This is an optimization exercise on Yosys and OpenROAD, whose aim is small area, not a production implementation.
Where RTL was checked, it was by simulation tests only, not by an equivalence proof against the original.

## directconnection
module directconnection(
	input wire clk,
	input wire reset,
	input wire [7:0] sw,
	input wire [4:0] btn,
	output wire [7:0] Led,
	output wire [7:0] seg,
	output wire [3:0] an
	);
==> module Div16by7, before the edit <==
module Div16by7(
	input wire [15:0] n,
	input wire [6:0] d,
	output wire [15:0] q
	);
	wire [6:0] r [0:16];
	assign r[0] = 7'd0;
	genvar k, i;
	generate
		for (k = 1; k <= 16; k = k + 1) begin : st
			localparam W = (k < 8) ? k : 8;    
			wire [7:0] w = {r[k-1], n[16-k]};
			wire [W:0] b;                       
			wire [W-1:0] df;
			assign b[0] = 1'b0;
			for (i = 0; i < W; i = i + 1) begin : bit_
				wire di = (i < 7) ? d[i] : 1'b0;
				assign df[i] = w[i] ^ di ^ b[i];
				assign b[i+1] = (~w[i] & di) | (~(w[i] ^ di) & b[i]);
			end
			wire hz;   
			if (W < 7) begin : hzg
				assign hz = ~|d[6:W];
			end else begin : hzn
				assign hz = 1'b1;
			end
			assign q[16-k] = hz & ~b[W];
			wire [7:0] rn = q[16-k] ? {{(8-W){1'b0}}, df} : {{(8-W){1'b0}}, w[W-1:0]};
			assign r[k] = rn[6:0];
		end
	endgenerate
endmodule
Settings: LEC_CHECK=0, ABC_AREA=1, CAP_MARGIN=20, CORE_MARGIN=2, CORE_UTILIZATION=40, SLEW_MARGIN=20; clock period 40.0 ns.
run.sh (not shown) runs the stock make flow with config.mk's settings and CLKGATE_MAP_FILE= SYNTH_SCRIPT=/design/flow/synth_recipe.tcl, a recipe that flattens the netlist after the stock synthesis.
Then changed:
--- a/flow/design.v
+++ b/flow/design.v
@@ -204,4 +204,5 @@
 	output wire [15:0] q
 	);
+	wire [6:0] dn = ~d;
 	wire [6:0] r [0:16];
 	assign r[0] = 7'd0;
@@ -211,19 +212,19 @@
 			localparam W = (k < 8) ? k : 8;    
 			wire [7:0] w = {r[k-1], n[16-k]};
-			wire [W:0] b;                       
+			wire [W:0] c;                       
 			wire [W-1:0] df;
-			assign b[0] = 1'b0;
+			assign c[0] = 1'b1;
 			for (i = 0; i < W; i = i + 1) begin : bit_
-				wire di = (i < 7) ? d[i] : 1'b0;
-				assign df[i] = w[i] ^ di ^ b[i];
-				assign b[i+1] = (~w[i] & di) | (~(w[i] ^ di) & b[i]);
+				wire di = (i < 7) ? dn[i] : 1'b1;
+				assign df[i] = w[i] ^ di ^ c[i];
+				assign c[i+1] = (w[i] & di) | (w[i] & c[i]) | (di & c[i]);
 			end
 			wire hz;   
 			if (W < 7) begin : hzg
-				assign hz = ~|d[6:W];
+				assign hz = &dn[6:W];
 			end else begin : hzn
 				assign hz = 1'b1;
 			end
-			assign q[16-k] = hz & ~b[W];
+			assign q[16-k] = hz & c[W];
 			wire [7:0] rn = q[16-k] ? {{(8-W){1'b0}}, df} : {{(8-W){1'b0}}, w[W-1:0]};
 			assign r[k] = rn[6:0];
Effect:
- routed wire length falls by 6.1%
- core utilization falls by 0.65 points
- setup slack degrades by 0.039 ns
- die area falls by 3.8%
- first-iteration DRC count rises by 29%
- via count falls by 5.9%
- sequential cell count does not change
No run of this note included a check of the RTL's function; only the layout flow was run.

* * *

== v6 ==
The RTL this note starts from:
==> flow/design.v <==
`timescale 1ns / 1ps
module ButtonDebounce
    (
        input wire clk,
        input wire reset,
        input wire sig,
        output wire pnext
    );
    localparam [11:0] INV = 12'hAAA;
    reg [11:0] s;
    reg lastSig;
    reg stable;
    wire [11:0] lf = s ^ INV;
    wire low_zero = ~|lf[10:0];
    wire full = low_zero & ~lf[11];
    wire fb = (lf[11] ^ lf[5] ^ lf[3] ^ lf[0]) & ~low_zero;
    wire clr = reset | (sig ^ lastSig);
    assign pnext = ~stable & sig & lastSig & full;
    wire [11:0] lf_next = clr ? 12'h001 : {lf[10:0], fb};
    always @(posedge clk)
    begin
        s <= lf_next ^ INV;
        lastSig <= ~reset & sig;
        if (reset)
            stable <= 1'b0;
        else if (~(sig ^ lastSig) & full)
            stable <= lastSig;
    end
endmodule
`timescale 1ns / 1ps
module hex2bcd(
    input wire sys_clk,
    input wire reset,
    input wire [15:0] HexIn,
    output wire [15:0] digits,    
    output wire lt,               
    output wire store             
    );
    reg [3:0] digit0, digit1, digit2, digit3;
    reg [4:0] j;
    wire carry0 = digit0[3] | (digit0[2] & (digit0[1] | digit0[0]));
    wire carry1 = digit1[3] | (digit1[2] & (digit1[1] | digit1[0]));
    wire carry2 = digit2[3] | (digit2[2] & (digit2[1] | digit2[0]));
    wire [2:0] md0, md1, md2;
    assign md0 = {(digit0[2] & ~digit0[1] & ~digit0[0]) | (digit0[3] & digit0[0]),
                  (digit0[1] & (~digit0[2] | digit0[0])) | (digit0[3] & ~digit0[0]),
                  (digit0[0] & ~digit0[2] & ~digit0[3]) | (digit0[2] & digit0[1] & ~digit0[0]) | (digit0[3] & ~digit0[0])};
    assign md1 = {(digit1[2] & ~digit1[1] & ~digit1[0]) | (digit1[3] & digit1[0]),
                  (digit1[1] & (~digit1[2] | digit1[0])) | (digit1[3] & ~digit1[0]),
                  (digit1[0] & ~digit1[2] & ~digit1[3]) | (digit1[2] & digit1[1] & ~digit1[0]) | (digit1[3] & ~digit1[0])};
    assign md2 = {(digit2[2] & ~digit2[1] & ~digit2[0]) | (digit2[3] & digit2[0]),
                  (digit2[1] & (~digit2[2] | digit2[0])) | (digit2[3] & ~digit2[0]),
                  (digit2[0] & ~digit2[2] & ~digit2[3]) | (digit2[2] & digit2[1] & ~digit2[0]) | (digit2[3] & ~digit2[0])};
    assign store = j[4] & ~j[0];
    assign digits = {digit3, digit2, digit1, digit0};
    assign lt = (HexIn < 16'd10000);
    wire start = j[4] & j[0];
    wire bitin = HexIn[~j[3:0]];
    always @(posedge sys_clk) begin
        digit0 <= {md0, bitin} & {4{~start}};
        digit1 <= {md1, carry0} & {4{~start}};
        digit2 <= {md2, carry1} & {4{~start}};
        digit3 <= {digit3[2:0], carry2} & {4{~start}};
        if (reset | store)
            j <= 5'd31;
        else
            j <= j + 5'd1;
    end
endmodule
module LedDriver(input clk,
                 input reset,
                 input [15:0] value,
                 input bcd,
                 output [7:0] SSEG_CA,
                 output [3:0] SSEG_AN);
  reg [1:0] state;
  reg [3:0] dr;       
  reg [1:0] pos;      
  reg valid;
  localparam [16:0] TINV = 17'h0AAAA;
  reg [16:0] tq;
  wire [16:0] timer = tq ^ TINV;
  wire term = (timer == 17'h13243);
  wire tclr = reset | term;
  wire [16:0] timer_next = tclr ? 17'h00001 : {timer[15:0], timer[16] ^ timer[13]};
  wire [15:0] digits;
  wire lt, store;
  hex2bcd MyHex2BCD(.sys_clk(clk), .reset(reset), .HexIn(value), .digits(digits), .lt(lt), .store(store));
  reg [3:0] bcur, bnxt;
  function [3:0] nib(input [15:0] x, input [3:0] oh);
    nib = ({4{oh[0]}} & x[3:0]) | ({4{oh[1]}} & x[7:4]) |
          ({4{oh[2]}} & x[11:8]) | ({4{oh[3]}} & x[15:12]);
  endfunction
  wire [1:0] stn = state + {1'b0, term};
  wire [3:0] ohc = {stn == 2'd3, stn == 2'd2, stn == 2'd1, stn == 2'd0};
  wire [3:0] ohn = {ohc[2:0], ohc[3]};
  wire [3:0] dc = nib(digits, ohc);
  wire [3:0] dn = nib(digits, ohn);
  wire [3:0] rc = lt ? dc : 4'd9;
  wire [3:0] rn = lt ? dn : 4'd9;
  wire [3:0] ohs = {state == 2'd3, state == 2'd2, state == 2'd1, state == 2'd0};
  wire [3:0] digit = bcd ? bcur : nib(value, ohs);
  always @(posedge clk) begin
    tq <= timer_next ^ TINV;
    if (reset)
      state <= 2'd0;
    else if (term)
      state <= state + 2'd1;
    if (reset) begin
      bcur <= 4'd0;
      bnxt <= 4'd0;
    end else if (store) begin
      bcur <= rc;
      bnxt <= rn;
    end else if (term)
      bcur <= bnxt;
    valid <= ~reset;
    dr <= digit;
    pos <= state;
  end
  localparam [15:0] PAT0 = 16'h3812, PAT1 = 16'hD860, PAT2 = 16'hD004, PAT3 = 16'h8492,
                    PAT4 = 16'h02BA, PAT5 = 16'h308E, PAT6 = 16'h0083;
  wire [15:0] oh;    
  genvar v;
  generate
    for (v = 0; v < 16; v = v + 1) begin : dec
      assign oh[v] = (dr == v);
    end
  endgenerate
  wire [6:0] pat = {|(oh & PAT6), |(oh & PAT5), |(oh & PAT4), |(oh & PAT3),
                    |(oh & PAT2), |(oh & PAT1), |(oh & PAT0)};
  assign SSEG_CA = valid ? {1'b1, pat} : 8'b0;
  assign SSEG_AN = {valid & ~(pos[1] & pos[0]), valid & ~(pos[1] & ~pos[0]),
                    valid & ~(~pos[1] & pos[0]), valid & ~(~pos[1] & ~pos[0])};
endmodule
`timescale 1ns / 1ps
module directconnection(
	input wire clk,
	input wire reset,
	input wire [7:0] sw,
	input wire [4:0] btn,
	output wire [7:0] Led,
	output wire [7:0] seg,
	output wire [3:0] an
	);
	wire add;    
	wire sub;
	wire mul;
	wire div;
	wire rst;
	assign Led = sw;
	ButtonDebounce add_button_debounce(.clk(clk), .reset(reset), .sig(btn[0]), .pnext(add));
	ButtonDebounce sub_button_debounce(.clk(clk), .reset(reset), .sig(btn[4]), .pnext(sub));
	ButtonDebounce mul_button_debounce(.clk(clk), .reset(reset), .sig(btn[2]), .pnext(mul));
	ButtonDebounce div_button_debounce(.clk(clk), .reset(reset), .sig(btn[3]), .pnext(div));
	ButtonDebounce rst_button_debounce(.clk(clk), .reset(reset), .sig(btn[1]), .pnext(rst));
	reg [2:0] pend;
	reg [2:0] op;
	reg [6:0] inp;               
	reg [15:0] accn;             
	reg [6:0] rem;               
	wire [15:0] acc = ~accn;
	wire [6:0] m;
	assign m[0] = op[2] ? inp[0] : (op[1] | ~op[0]);
	assign m[6:1] = {6{op[2]}} & inp[6:1];
	wire subsel = op[1] & op[0];
	wire [15:0] a = {{9{subsel}}, {7{op[1]}} & (inp ^ {7{op[0]}})};
	wire [15:0] p;
	MulAdd u_muladd(.x(acc), .m(m), .a(a), .cin(subsel), .p(p));
	wire pass1 = pend[2] & pend[0];    
	wire pass2 = op[2] & op[0];        
	wire [7:0] q8;
	wire [6:0] rout;
	DivBlock8 u_div(.r(rem), .n(pass2 ? acc[7:0] : p[15:8]), .d(pass2 ? inp : sw[6:0]),
	                .q(q8), .ro(rout));
	wire [15:0] val = pass2 ? {acc[15:8], q8} : p;    
	LedDriver Display(.clk(clk), .reset(reset), .value(val), .bcd(sw[7]), .SSEG_CA(seg), .SSEG_AN(an));
	always @(posedge clk) begin
		accn <= ~(pass1 ? {q8, p[7:0]} : val);
		rem <= {7{pass1}} & rout;
		inp <= sw[6:0];
		pend[2] <= ~reset & ~add & ~sub & (mul | div);
		pend[1] <= ~reset & (add | sub);
		pend[0] <= ~reset & ~add & (sub | (~mul & (div | rst)));
		op <= reset ? 3'b001 : pend;
	end
endmodule
module MulAdd(
	input wire [15:0] x,
	input wire [6:0] m,
	input wire [15:0] a,
	input wire cin,
	output wire [15:0] p
	);
	wire [15:0] s [0:6];
	genvar j, i;
	wire [16:0] c0;
	assign c0[0] = cin;
	generate
		for (i = 0; i < 16; i = i + 1) begin : r0
			wire pp = x[i] & m[0];
			assign s[0][i] = pp ^ a[i] ^ c0[i];
			assign c0[i+1] = (pp & a[i]) | (pp & c0[i]) | (a[i] & c0[i]);
		end
		for (j = 1; j < 7; j = j + 1) begin : row
			wire [16:0] c;
			assign c[j] = 1'b0;
			assign s[j][j-1:0] = s[j-1][j-1:0];
			for (i = j; i < 16; i = i + 1) begin : col
				wire pp = x[i-j] & m[j];
				assign s[j][i] = pp ^ s[j-1][i] ^ c[i];
				assign c[i+1] = (pp & s[j-1][i]) | (pp & c[i]) | (s[j-1][i] & c[i]);
			end
		end
	endgenerate
	assign p = s[6];
endmodule
module DivBlock8(
	input wire [6:0] r,
	input wire [7:0] n,
	input wire [6:0] d,
	output wire [7:0] q,
	output wire [6:0] ro
	);
	wire [7:0] nn = ~n;
	wire [6:0] dn = ~d;
	wire [6:0] rr [0:8];   
	assign rr[0] = r;
	genvar k, i;
	generate
		for (k = 1; k <= 8; k = k + 1) begin : st
			localparam POS = k % 2;             
			wire [7:0] w = {rr[k-1], POS ? n[8-k] : nn[8-k]};
			wire [8:0] c;
			wire [7:0] df;
			assign c[0] = POS ? 1'b1 : 1'b0;
			for (i = 0; i < 8; i = i + 1) begin : bit_
				wire di = (i < 7) ? (POS ? dn[i] : d[i]) : (POS ? 1'b1 : 1'b0);
				assign df[i] = w[i] ^ di ^ c[i];
				assign c[i+1] = (w[i] & di) | (w[i] & c[i]) | (di & c[i]);
			end
			assign q[8-k] = POS ? c[8] : ~c[8];
			wire [6:0] sel = q[8-k] ? df[6:0] : w[6:0];
			assign rr[k] = ~sel;
		end
	endgenerate
	assign ro = rr[8];
endmodule
Settings: LEC_CHECK=0, ABC_AREA=1, CAP_MARGIN=20, CORE_MARGIN=2, CORE_UTILIZATION=40, SLEW_MARGIN=20; clock period 40.0 ns.
standard.sh (not shown) runs the stock make flow with config.mk's settings and CLKGATE_MAP_FILE= SYNTH_SCRIPT=/design/flow/synth_recipe.tcl, a recipe that flattens the netlist after the stock synthesis.
==> flow/flow/run.sh <==
#!/bin/bash
# Own layout flow: the standard ORFS flow (standard.sh) with
#  - an area-oriented ABC script for the combinational logic in synthesis
#  - CTS without dummy loads and with small clock buffers
#  - port buffers of the smallest buffer cell
# Each tool's output goes to a log file in this folder.
set -euo pipefail
W=$PWD
export OWN_WORK=$W
export OWN_ABC_SCRIPT=$W/flow/area.abc
CTS="-sink_clustering_enable -repair_clock_nets -dont_use_dummy_load -buf_list {sky130_fd_sc_hd__clkbuf_4 sky130_fd_sc_hd__clkbuf_8}"
BUFP="-buffer_cell sky130_fd_sc_hd__buf_1"
export CTS_ARGS="$CTS"
export BUFFER_PORTS_ARGS="$BUFP"
bash standard.sh SYNTH_SCRIPT=$W/flow/synth.tcl "CTS_ARGS=$CTS" "BUFFER_PORTS_ARGS=$BUFP" finish > $W/orfs_make.log 2>&1
==> flow/flow/area.abc <==
strash; &get -n; &deepsyn -T 60; &put; dch -f; amap; topo; stime -c
==> flow/flow/synth.tcl <==
# The standard synthesis (synth_recipe.tcl, sourced unchanged) with one
# difference: ABC maps the combinational logic with an area-oriented script.
proc abc {args} {
  set i [lsearch $args -script]
  if {$i >= 0} {
    set args [lreplace $args [expr {$i + 1}] [expr {$i + 1}] $::env(OWN_ABC_SCRIPT)]
  }
  yosys abc {*}$args
}
source $::env(OWN_WORK)/synth_recipe.tcl
Input changes introduced in v7 (baseline for comparison: v6):
--- a/flow/design.v
+++ b/flow/design.v
@@ -112,13 +112,13 @@
     end else if (store) begin
       bcur <= rc;
       bnxt <= rn;
     end else if (term)
       bcur <= bnxt;
     valid <= ~reset;
-    dr <= digit;
+    dr <= reset ? 4'd8 : digit;
     pos <= state;
   end
   localparam [15:0] PAT0 = 16'h3812, PAT1 = 16'hD860, PAT2 = 16'hD004, PAT3 = 16'h8492,
                     PAT4 = 16'h02BA, PAT5 = 16'h308E, PAT6 = 16'h0083;
   wire [15:0] oh;    
   genvar v;
@@ -126,13 +126,13 @@
     for (v = 0; v < 16; v = v + 1) begin : dec
       assign oh[v] = (dr == v);
     end
   endgenerate
   wire [6:0] pat = {|(oh & PAT6), |(oh & PAT5), |(oh & PAT4), |(oh & PAT3),
                     |(oh & PAT2), |(oh & PAT1), |(oh & PAT0)};
-  assign SSEG_CA = valid ? {1'b1, pat} : 8'b0;
+  assign SSEG_CA = {valid, pat};
   assign SSEG_AN = {valid & ~(pos[1] & pos[0]), valid & ~(pos[1] & ~pos[0]),
                     valid & ~(~pos[1] & pos[0]), valid & ~(~pos[1] & ~pos[0])};
 endmodule
 `timescale 1ns / 1ps
 module directconnection(
 	input wire clk,
@@ -157,26 +157,27 @@
 	reg [2:0] pend;
 	reg [2:0] op;
 	reg [6:0] inp;               
 	reg [15:0] accn;             
 	reg [6:0] rem;               
 	wire [15:0] acc = ~accn;
+	wire mulsel = op[2] & ~op[0];
 	wire [6:0] m;
-	assign m[0] = op[2] ? inp[0] : (op[1] | ~op[0]);
-	assign m[6:1] = {6{op[2]}} & inp[6:1];
+	assign m[0] = mulsel ? inp[0] : (op[2] | op[1] | ~op[0]);
+	assign m[6:1] = {6{mulsel}} & inp[6:1];
 	wire subsel = op[1] & op[0];
 	wire [15:0] a = {{9{subsel}}, {7{op[1]}} & (inp ^ {7{op[0]}})};
 	wire [15:0] p;
 	MulAdd u_muladd(.x(acc), .m(m), .a(a), .cin(subsel), .p(p));
 	wire pass1 = pend[2] & pend[0];    
 	wire pass2 = op[2] & op[0];        
 	wire [7:0] q8;
 	wire [6:0] rout;
 	DivBlock8 u_div(.r(rem), .n(pass2 ? acc[7:0] : p[15:8]), .d(pass2 ? inp : sw[6:0]),
 	                .q(q8), .ro(rout));
-	wire [15:0] val = pass2 ? {acc[15:8], q8} : p;    
+	wire [15:0] val = {p[15:8], pass2 ? q8 : p[7:0]};    
 	LedDriver Display(.clk(clk), .reset(reset), .value(val), .bcd(sw[7]), .SSEG_CA(seg), .SSEG_AN(an));
 	always @(posedge clk) begin
 		accn <= ~(pass1 ? {q8, p[7:0]} : val);
 		rem <= {7{pass1}} & rout;
 		inp <= sw[6:0];
 		pend[2] <= ~reset & ~add & ~sub & (mul | div);
Results
Taking v6 as the reference, in v7 count of multi-input gates has increased; area occupied by multi-input gates went down; number of logic stages on the critical path including buffering moved up; final critical-path setup slack has increased; number of core rows went down. Iteration count of the initial detailed-routing pass: v6 vs v7 identical. v6 → v7: met2 global-route usage dropped 0.96 points; number of non-clock inverters rose by about 5%; cell area after placement dropped 51 µm². Compared to v6, v7 has share of the final layout cell area in sequential cells 0.19 points higher. The run showing the smaller overall track demand over capacity in global routing is v6. Of v6 and v7, v6 shows the lower met1 global-route usage, with v7 above it. v7 vs. v6: wire length of the first global-routing pass now larger, number of buffers outside the clock class in the layout fell by 3.

## port drivers added, routing unchanged
The results above use ideal ports. As a check the final layouts listed here were re-extracted and re-timed, cells and wires unchanged. Step 1 sets driving cells, clkbuf_16 on the clock port and buf_2 on the other inputs (assumed; they add their load-dependent delay and slew). Step 2 also shifts input and output timing later by t, the mid clock arrival at the registers, as if the neighbouring blocks saw the same clock. a / b / c = ideal ports / drivers / drivers and shift; a / b = the first two.
run	t, ns	slack for setup (ns)	hold WS [ns]	worst register clock-pin slew, ns	pins driven straight from the clock port
the first run of note 1	0.473	1.534 / 1.557 / 1.085	0.389 / 0.389 / 0.389	0.08 / 0.08	1
the second run of note 1	0.476	1.495 / 1.523 / 1.048	0.400 / 0.400 / 0.400	0.08 / 0.08	1
v6	0.490	2.281 / 2.281 / 2.281	0.359 / 0.359 / 0.359	0.11 / 0.11	1
v7	0.475	2.892 / 2.892 / 2.892	0.351 / 0.351 / 0.351	0.10 / 0.10	1
After both steps setup and hold are still met in every run listed. For the first run of note 1, which loses most, drivers alone change the setup slack by +0.023 ns; drivers and shift together by -0.449 ns.
